From an optimization exercise on the open Yosys and OpenROAD flow, aimed at small area and a short achievable clock period; shortcuts taken in it are not production practice.
Function was checked by simulation only, so behaviour that the tests miss may differ from the original.
Power and IR drop assume default switching activity.

Setup of the previous run:
==> flow/design.v (excerpt) <==
module CPU(
    clk,
    rst_n,
    data_read,
    instruction,
    data_wen,
    data_addr,
    inst_addr,
    data_write
);
Size in the first run: roughly 160 I/O pins.
==> flow/config.mk <==
export PLATFORM = sky130hd
export DESIGN_NAME = CPU
export DESIGN_NICKNAME = CPU
export VERILOG_FILES = /design/flow/design.v
export SDC_FILE = /design/flow/constraint.sdc
export NUM_CORES = 8
export LEC_CHECK = 0
export CAP_MARGIN = 20
export CORE_MARGIN = 2
export CORE_UTILIZATION = 50
export CTS_CLUSTER_DIAMETER = 60
export CTS_CLUSTER_SIZE = 25
export PLACE_DENSITY = 0.6
export SLEW_MARGIN = 20
==> flow/constraint.sdc <==
create_clock -name core_clock -period 12.0 [get_ports {clk}]
set_input_delay 2.4000 -clock core_clock [delete_from_list [all_inputs] [get_ports {clk}]]
set_output_delay 2.4000 -clock core_clock [all_outputs]
set_load 0.01 [all_outputs]
standard.sh (not shown) runs the stock make flow with config.mk's settings and CLKGATE_MAP_FILE= SYNTH_SCRIPT=/design/flow/synth_recipe.tcl, a recipe that flattens the netlist after the stock synthesis.
==> flow/flow/run.sh <==
#!/bin/bash
set -euo pipefail
bash standard.sh SETUP_SLACK_MARGIN=8.7 \
  "CTS_ARGS=-sink_clustering_enable -repair_clock_nets -sink_clustering_size 25 -sink_clustering_max_diameter 60 -dont_use_dummy_load" \
  finish > standard_flow.log 2>&1
What the current run does differently from the previous run at the input level:
- PLACE_DENSITY: 0.6 -> 0.75
- CORE_UTILIZATION: 50 -> 65
==> flow/flow/run.sh <==
#!/bin/bash
set -euo pipefail
bash standard.sh SETUP_SLACK_MARGIN=8.3 \
  "CTS_ARGS=-sink_clustering_enable -repair_clock_nets -sink_clustering_size 25 -sink_clustering_max_diameter 60 -dont_use_dummy_load" \
  finish > standard_flow.log 2>&1
- When the final numbers for the previous run and the current run were put side by side, the sequential fraction of design power turned out to be greater in the current run.
- Per the comparison of the current run with the previous run, worst setup slack after layout shrank by 0.17 ns, clock power decreased by about 11% relative to the old numbers, wire length decreased 34 mm.
- The lower clock skew of the previous run and the current run is in the current run.
- Comparing the previous run and the current run, the lower post-route core utilization was measured on the previous run.

* * *

Setup of red:
CPU, a different RTL version from the one above (not shown whole).
Size: about 4500 cells after synthesis, roughly 1400 flip-flops, about 59000 sq um of cells after synthesis.
==> flow/design.v (excerpt) <==
module CPU(
    clk,
    rst_n,
    data_read,
    instruction,
    data_wen,
    data_addr,
    inst_addr,
    data_write
);
    input clk;
    input rst_n;
    input [31:0] instruction;
    input [31:0] data_read;
    output data_wen;
    output [31:0] data_addr;
    output [31:0] inst_addr;
    output reg [31:0] data_write;
    localparam OP_R    = 6'b000000;
    localparam OP_J    = 6'b000010;
    localparam OP_BEQ  = 6'b000100;
    localparam OP_ADDI = 6'b001000;
    localparam OP_LW   = 6'b100011;
    localparam OP_SW   = 6'b101011;
    localparam FN_ADD  = 6'b100000;
    localparam FN_SLT  = 6'b101010;
    reg [31:0] pc;
    reg        started;    
    reg [5:0]  d_opf;      
    reg [5:0]  d_fnf;      
    reg [25:6] d_mid;      
    wire [31:0] d_ins = {d_opf, d_mid, d_fnf};
    reg        d_nz;       
    reg [31:0] d_rs_sel, d_rt_sel;
    reg [31:0] e_a;        
    reg [31:0] e_y;        
    reg [31:0] e_sd;       
    reg        e_sum, e_slt, e_sub, e_j;
    reg [4:0]  e_dst;
    reg        e_wa, e_lw, e_sw;
    reg [31:0] alu;        
    reg        alu_hz;     
    reg [4:0]  m_dst;
    reg        m_wa, m_lw, m_sw;
    reg [31:0] rf [0:31];
    reg [31:0] rf_ok;
    reg [31:0] rf_hz;      
    wire        m_we   = m_wa | m_lw;
    wire [31:0] wd     = m_lw ? data_read : alu;
    wire        wd_hz  = m_lw ? (data_read[31:1] == 31'd0) : alu_hz;
  ...
==> flow/config.mk <==
export PLATFORM = sky130hd
export DESIGN_NAME = CPU
export DESIGN_NICKNAME = CPU
export VERILOG_FILES = /design/flow/design.v
export SDC_FILE = /design/flow/constraint.sdc
export NUM_CORES = 8
export LEC_CHECK = 0
export CAP_MARGIN = 20
export CORE_MARGIN = 2
export CORE_UTILIZATION = 50
export CTS_CLUSTER_DIAMETER = 60
export CTS_CLUSTER_SIZE = 25
export PLACE_DENSITY = 0.6
export SLEW_MARGIN = 20
==> flow/constraint.sdc <==
create_clock -name core_clock -period 12.0 [get_ports {clk}]
set_input_delay 2.4000 -clock core_clock [delete_from_list [all_inputs] [get_ports {clk}]]
set_output_delay 2.4000 -clock core_clock [all_outputs]
set_load 0.01 [all_outputs]
==> flow/flow/run.sh <==
#!/bin/bash
set -euo pipefail
bash standard.sh SETUP_SLACK_MARGIN=8.7 \
  "CTS_ARGS=-sink_clustering_enable -repair_clock_nets -sink_clustering_size 25 -sink_clustering_max_diameter 60 -dont_use_dummy_load" \
  finish > standard_flow.log 2>&1
The flow did not stop early for red: all stages ran, and the layout cleared the timing, design-rule and antenna checks.
diff inputs: red => blue
-- flow/flow/run.sh --
<<< red, line 3
bash standard.sh SETUP_SLACK_MARGIN=8.7 \
>>> blue, line 3
bash standard.sh SETUP_SLACK_MARGIN=8.5 \
Notes after the runs:
The estimated power of blue ends up lower than the estimate for red.
Of red and blue, red shows the higher cell area after layout, with blue below it.
Between blue and red, the number of synthesized register bits does not differ in any meaningful way.

* * *

v27:
CPU, a different RTL version from the one above (not shown whole).
Size: ~4,300 cells after synthesis, about 58,000 µm² of cells after synthesis.
==> flow/config.mk <==
export PLATFORM = sky130hd
export DESIGN_NAME = CPU
export DESIGN_NICKNAME = CPU
export VERILOG_FILES = /design/flow/design.v
export SDC_FILE = /design/flow/constraint.sdc
export NUM_CORES = 8
export LEC_CHECK = 0
export CAP_MARGIN = 30
export CORE_MARGIN = 2
export CORE_UTILIZATION = 60
export CTS_CLUSTER_DIAMETER = 60
export CTS_CLUSTER_SIZE = 25
export PLACE_DENSITY = 0.7
export SLEW_MARGIN = 30
==> flow/constraint.sdc <==
create_clock -name core_clock -period 12.0 [get_ports {clk}]
set_input_delay 2.4000 -clock core_clock [delete_from_list [all_inputs] [get_ports {clk}]]
set_output_delay 2.4000 -clock core_clock [all_outputs]
set_load 0.01 [all_outputs]
==> flow/flow/run.sh <==
#!/bin/bash
set -euo pipefail
bash standard.sh SETUP_SLACK_MARGIN=8.6 \
  "CTS_ARGS=-sink_clustering_enable -repair_clock_nets -sink_clustering_size 25 -sink_clustering_max_diameter 60 -dont_use_dummy_load" \
  "BUFFER_PORTS_ARGS=-buffer_cell sky130_fd_sc_hd__buf_2" \
  finish > standard_flow.log 2>&1
### v27 -> v59
- swapping 0.7 for 0.75 in PLACE_DENSITY
- swapping 60 for 65 in CORE_UTILIZATION
==> flow/flow/run.sh <==
#!/bin/bash
set -euo pipefail
bash standard.sh SETUP_SLACK_MARGIN=8.5 \
  "CTS_ARGS=-sink_clustering_enable -repair_clock_nets -sink_clustering_size 25 -sink_clustering_max_diameter 60 -dont_use_dummy_load" \
  "BUFFER_PORTS_ARGS=-buffer_cell sky130_fd_sc_hd__buf_2" \
  finish > standard_flow.log 2>&1
Results
- The run with more routed wire is v27, not v59.
- Relative to v27, time the worst path needs with I/O delays and setup has decreased by 29 ps in v59.
- Against v27, post-CTS setup buffer count in v59 fell slightly.
- v59 vs v27, critical path launch point: alu[19] vs alu[1]
- In the reports for v59 and v27, the larger part of the power in registers belongs to v59.
- Post-placement cell area (v59 vs. v27) decreases slightly
- Against v27, v59 reports a count of placed standard cells in the final layout, fillers left out that is lower.
For v40, these inputs were changed with respect to v59:
- CORE_UTILIZATION: 65 -> 50
- SLEW_MARGIN: 30 -> 20
- CAP_MARGIN: 30 -> 20
- PLACE_DENSITY: 0.75 -> 0.6
==> flow/flow/run.sh <==
#!/bin/bash
set -euo pipefail
bash standard.sh SETUP_SLACK_MARGIN=8.5 \
  "CTS_ARGS=-sink_clustering_enable -repair_clock_nets -sink_clustering_size 25 -sink_clustering_max_diameter 60 -dont_use_dummy_load" \
  finish > standard_flow.log 2>&1
==> run notes <==
The flow for v40 finished, though final verification flagged max-capacitance violations, max-slew violations.
Lower routed metal-1 wirelength goes to v59 over v40.
Number of synthesized flops with an enable pin came out exactly the same in v40 and v59.
v40 vs. v59: wire length of the first global-routing pass shows an increase of 4.8%; standby leakage power shows an increase of about 1.4%.
Changes in v31 relative to v40:
- CAP_MARGIN changed from 20 to 30
- SLEW_MARGIN changed from 20 to 30
- CORE_UTILIZATION changed from 50 to 55
- PLACE_DENSITY changed from 0.6 to 0.65
==> flow/flow/run.sh <==
#!/bin/bash
set -euo pipefail
bash standard.sh SETUP_SLACK_MARGIN=8.5 \
  "CTS_ARGS=-sink_clustering_enable -repair_clock_nets -sink_clustering_size 25 -sink_clustering_max_diameter 60 -dont_use_dummy_load" \
  "BUFFER_PORTS_ARGS=-buffer_cell sky130_fd_sc_hd__buf_2" \
  finish > standard_flow.log 2>&1
[summary]
v31 vs v40 — number of gates resized after CTS dropped by more than half
Both conditions hold for v31: the flow ran to the end and the final layout passed the timing, design-rule and antenna checks.
v31 vs v40 on die area: v31 is the lower one.
Setup slack after layout (v31 over v40): increase, 10 ps
Here is what was changed in the inputs of v9 compared with v31.
==> flow/flow/run.sh <==
#!/bin/bash
set -euo pipefail
bash standard.sh SETUP_SLACK_MARGIN=8.5 \
  "CTS_ARGS=-sink_clustering_enable -repair_clock_nets -sink_clustering_size 25 -sink_clustering_max_diameter 60 -dont_use_dummy_load" \
  finish > standard_flow.log 2>&1
### Flow results
- The clock network power share of v9 exceeds that of v31 by 0.2 points.
- v9 falls short of v31 in minimum setup slack after placement.
- Looking at count of instances resized after the clock tree is built across v9 and v31, the one that comes out lower is v31.

==> re-timing with driven ports <==
The flow's constraints put no driver on any port. The routed layouts listed below were extracted and timed again, unchanged, in two steps.
Step 1, drivers: a clkbuf_16 drives clk and a buf_2 each remaining input, both assumed.
Step 2 times the ports against the registers' clock, not the clock port: input delays grow and output delays shrink by t, the midpoint of the rising clock arrivals with the driver on.
Three values: ideal ports, drivers, drivers and shift; two values: the first two.
run | shift t [ns] | setup slack, ns | worst setup path at the end | latest minus earliest clock arrival (ns) | worst slew at a driven data input, ns
the previous run | 0.799 | 8.255 / 8.180 / 7.521 | input to register | 0.084 / 0.084 | 0.05
the current run | 0.764 | 8.088 / 8.088 / 7.535 | input to register | 0.077 / 0.077 | 0.12
red | 0.790 | 8.252 / 8.176 / 7.746 | input to register | 0.083 / 0.084 | 0.08
blue | 0.782 | 8.291 / 8.216 / 7.691 | input to register | 0.100 / 0.100 | 0.07
v27 | 0.771 | 8.277 / 8.206 / 7.868 | input to register | 0.097 / 0.097 | 0.05
v59 | 0.780 | 8.306 / 8.231 / 7.766 | input to register | 0.083 / 0.083 | 0.04
v40 | 0.800 | 8.261 / 8.191 / 7.750 | input to register | 0.113 / 0.113 | 0.05
v31 | 0.784 | 8.272 / 8.219 / 7.534 | input to register | 0.090 / 0.090 | 0.08
v9 | 0.770 | 8.286 / 8.216 / 7.764 | input to register | 0.081 / 0.081 | 0.05
The setup slack of v31, which loses most, moves by -0.053 ns with the drivers and by -0.738 ns with both steps.
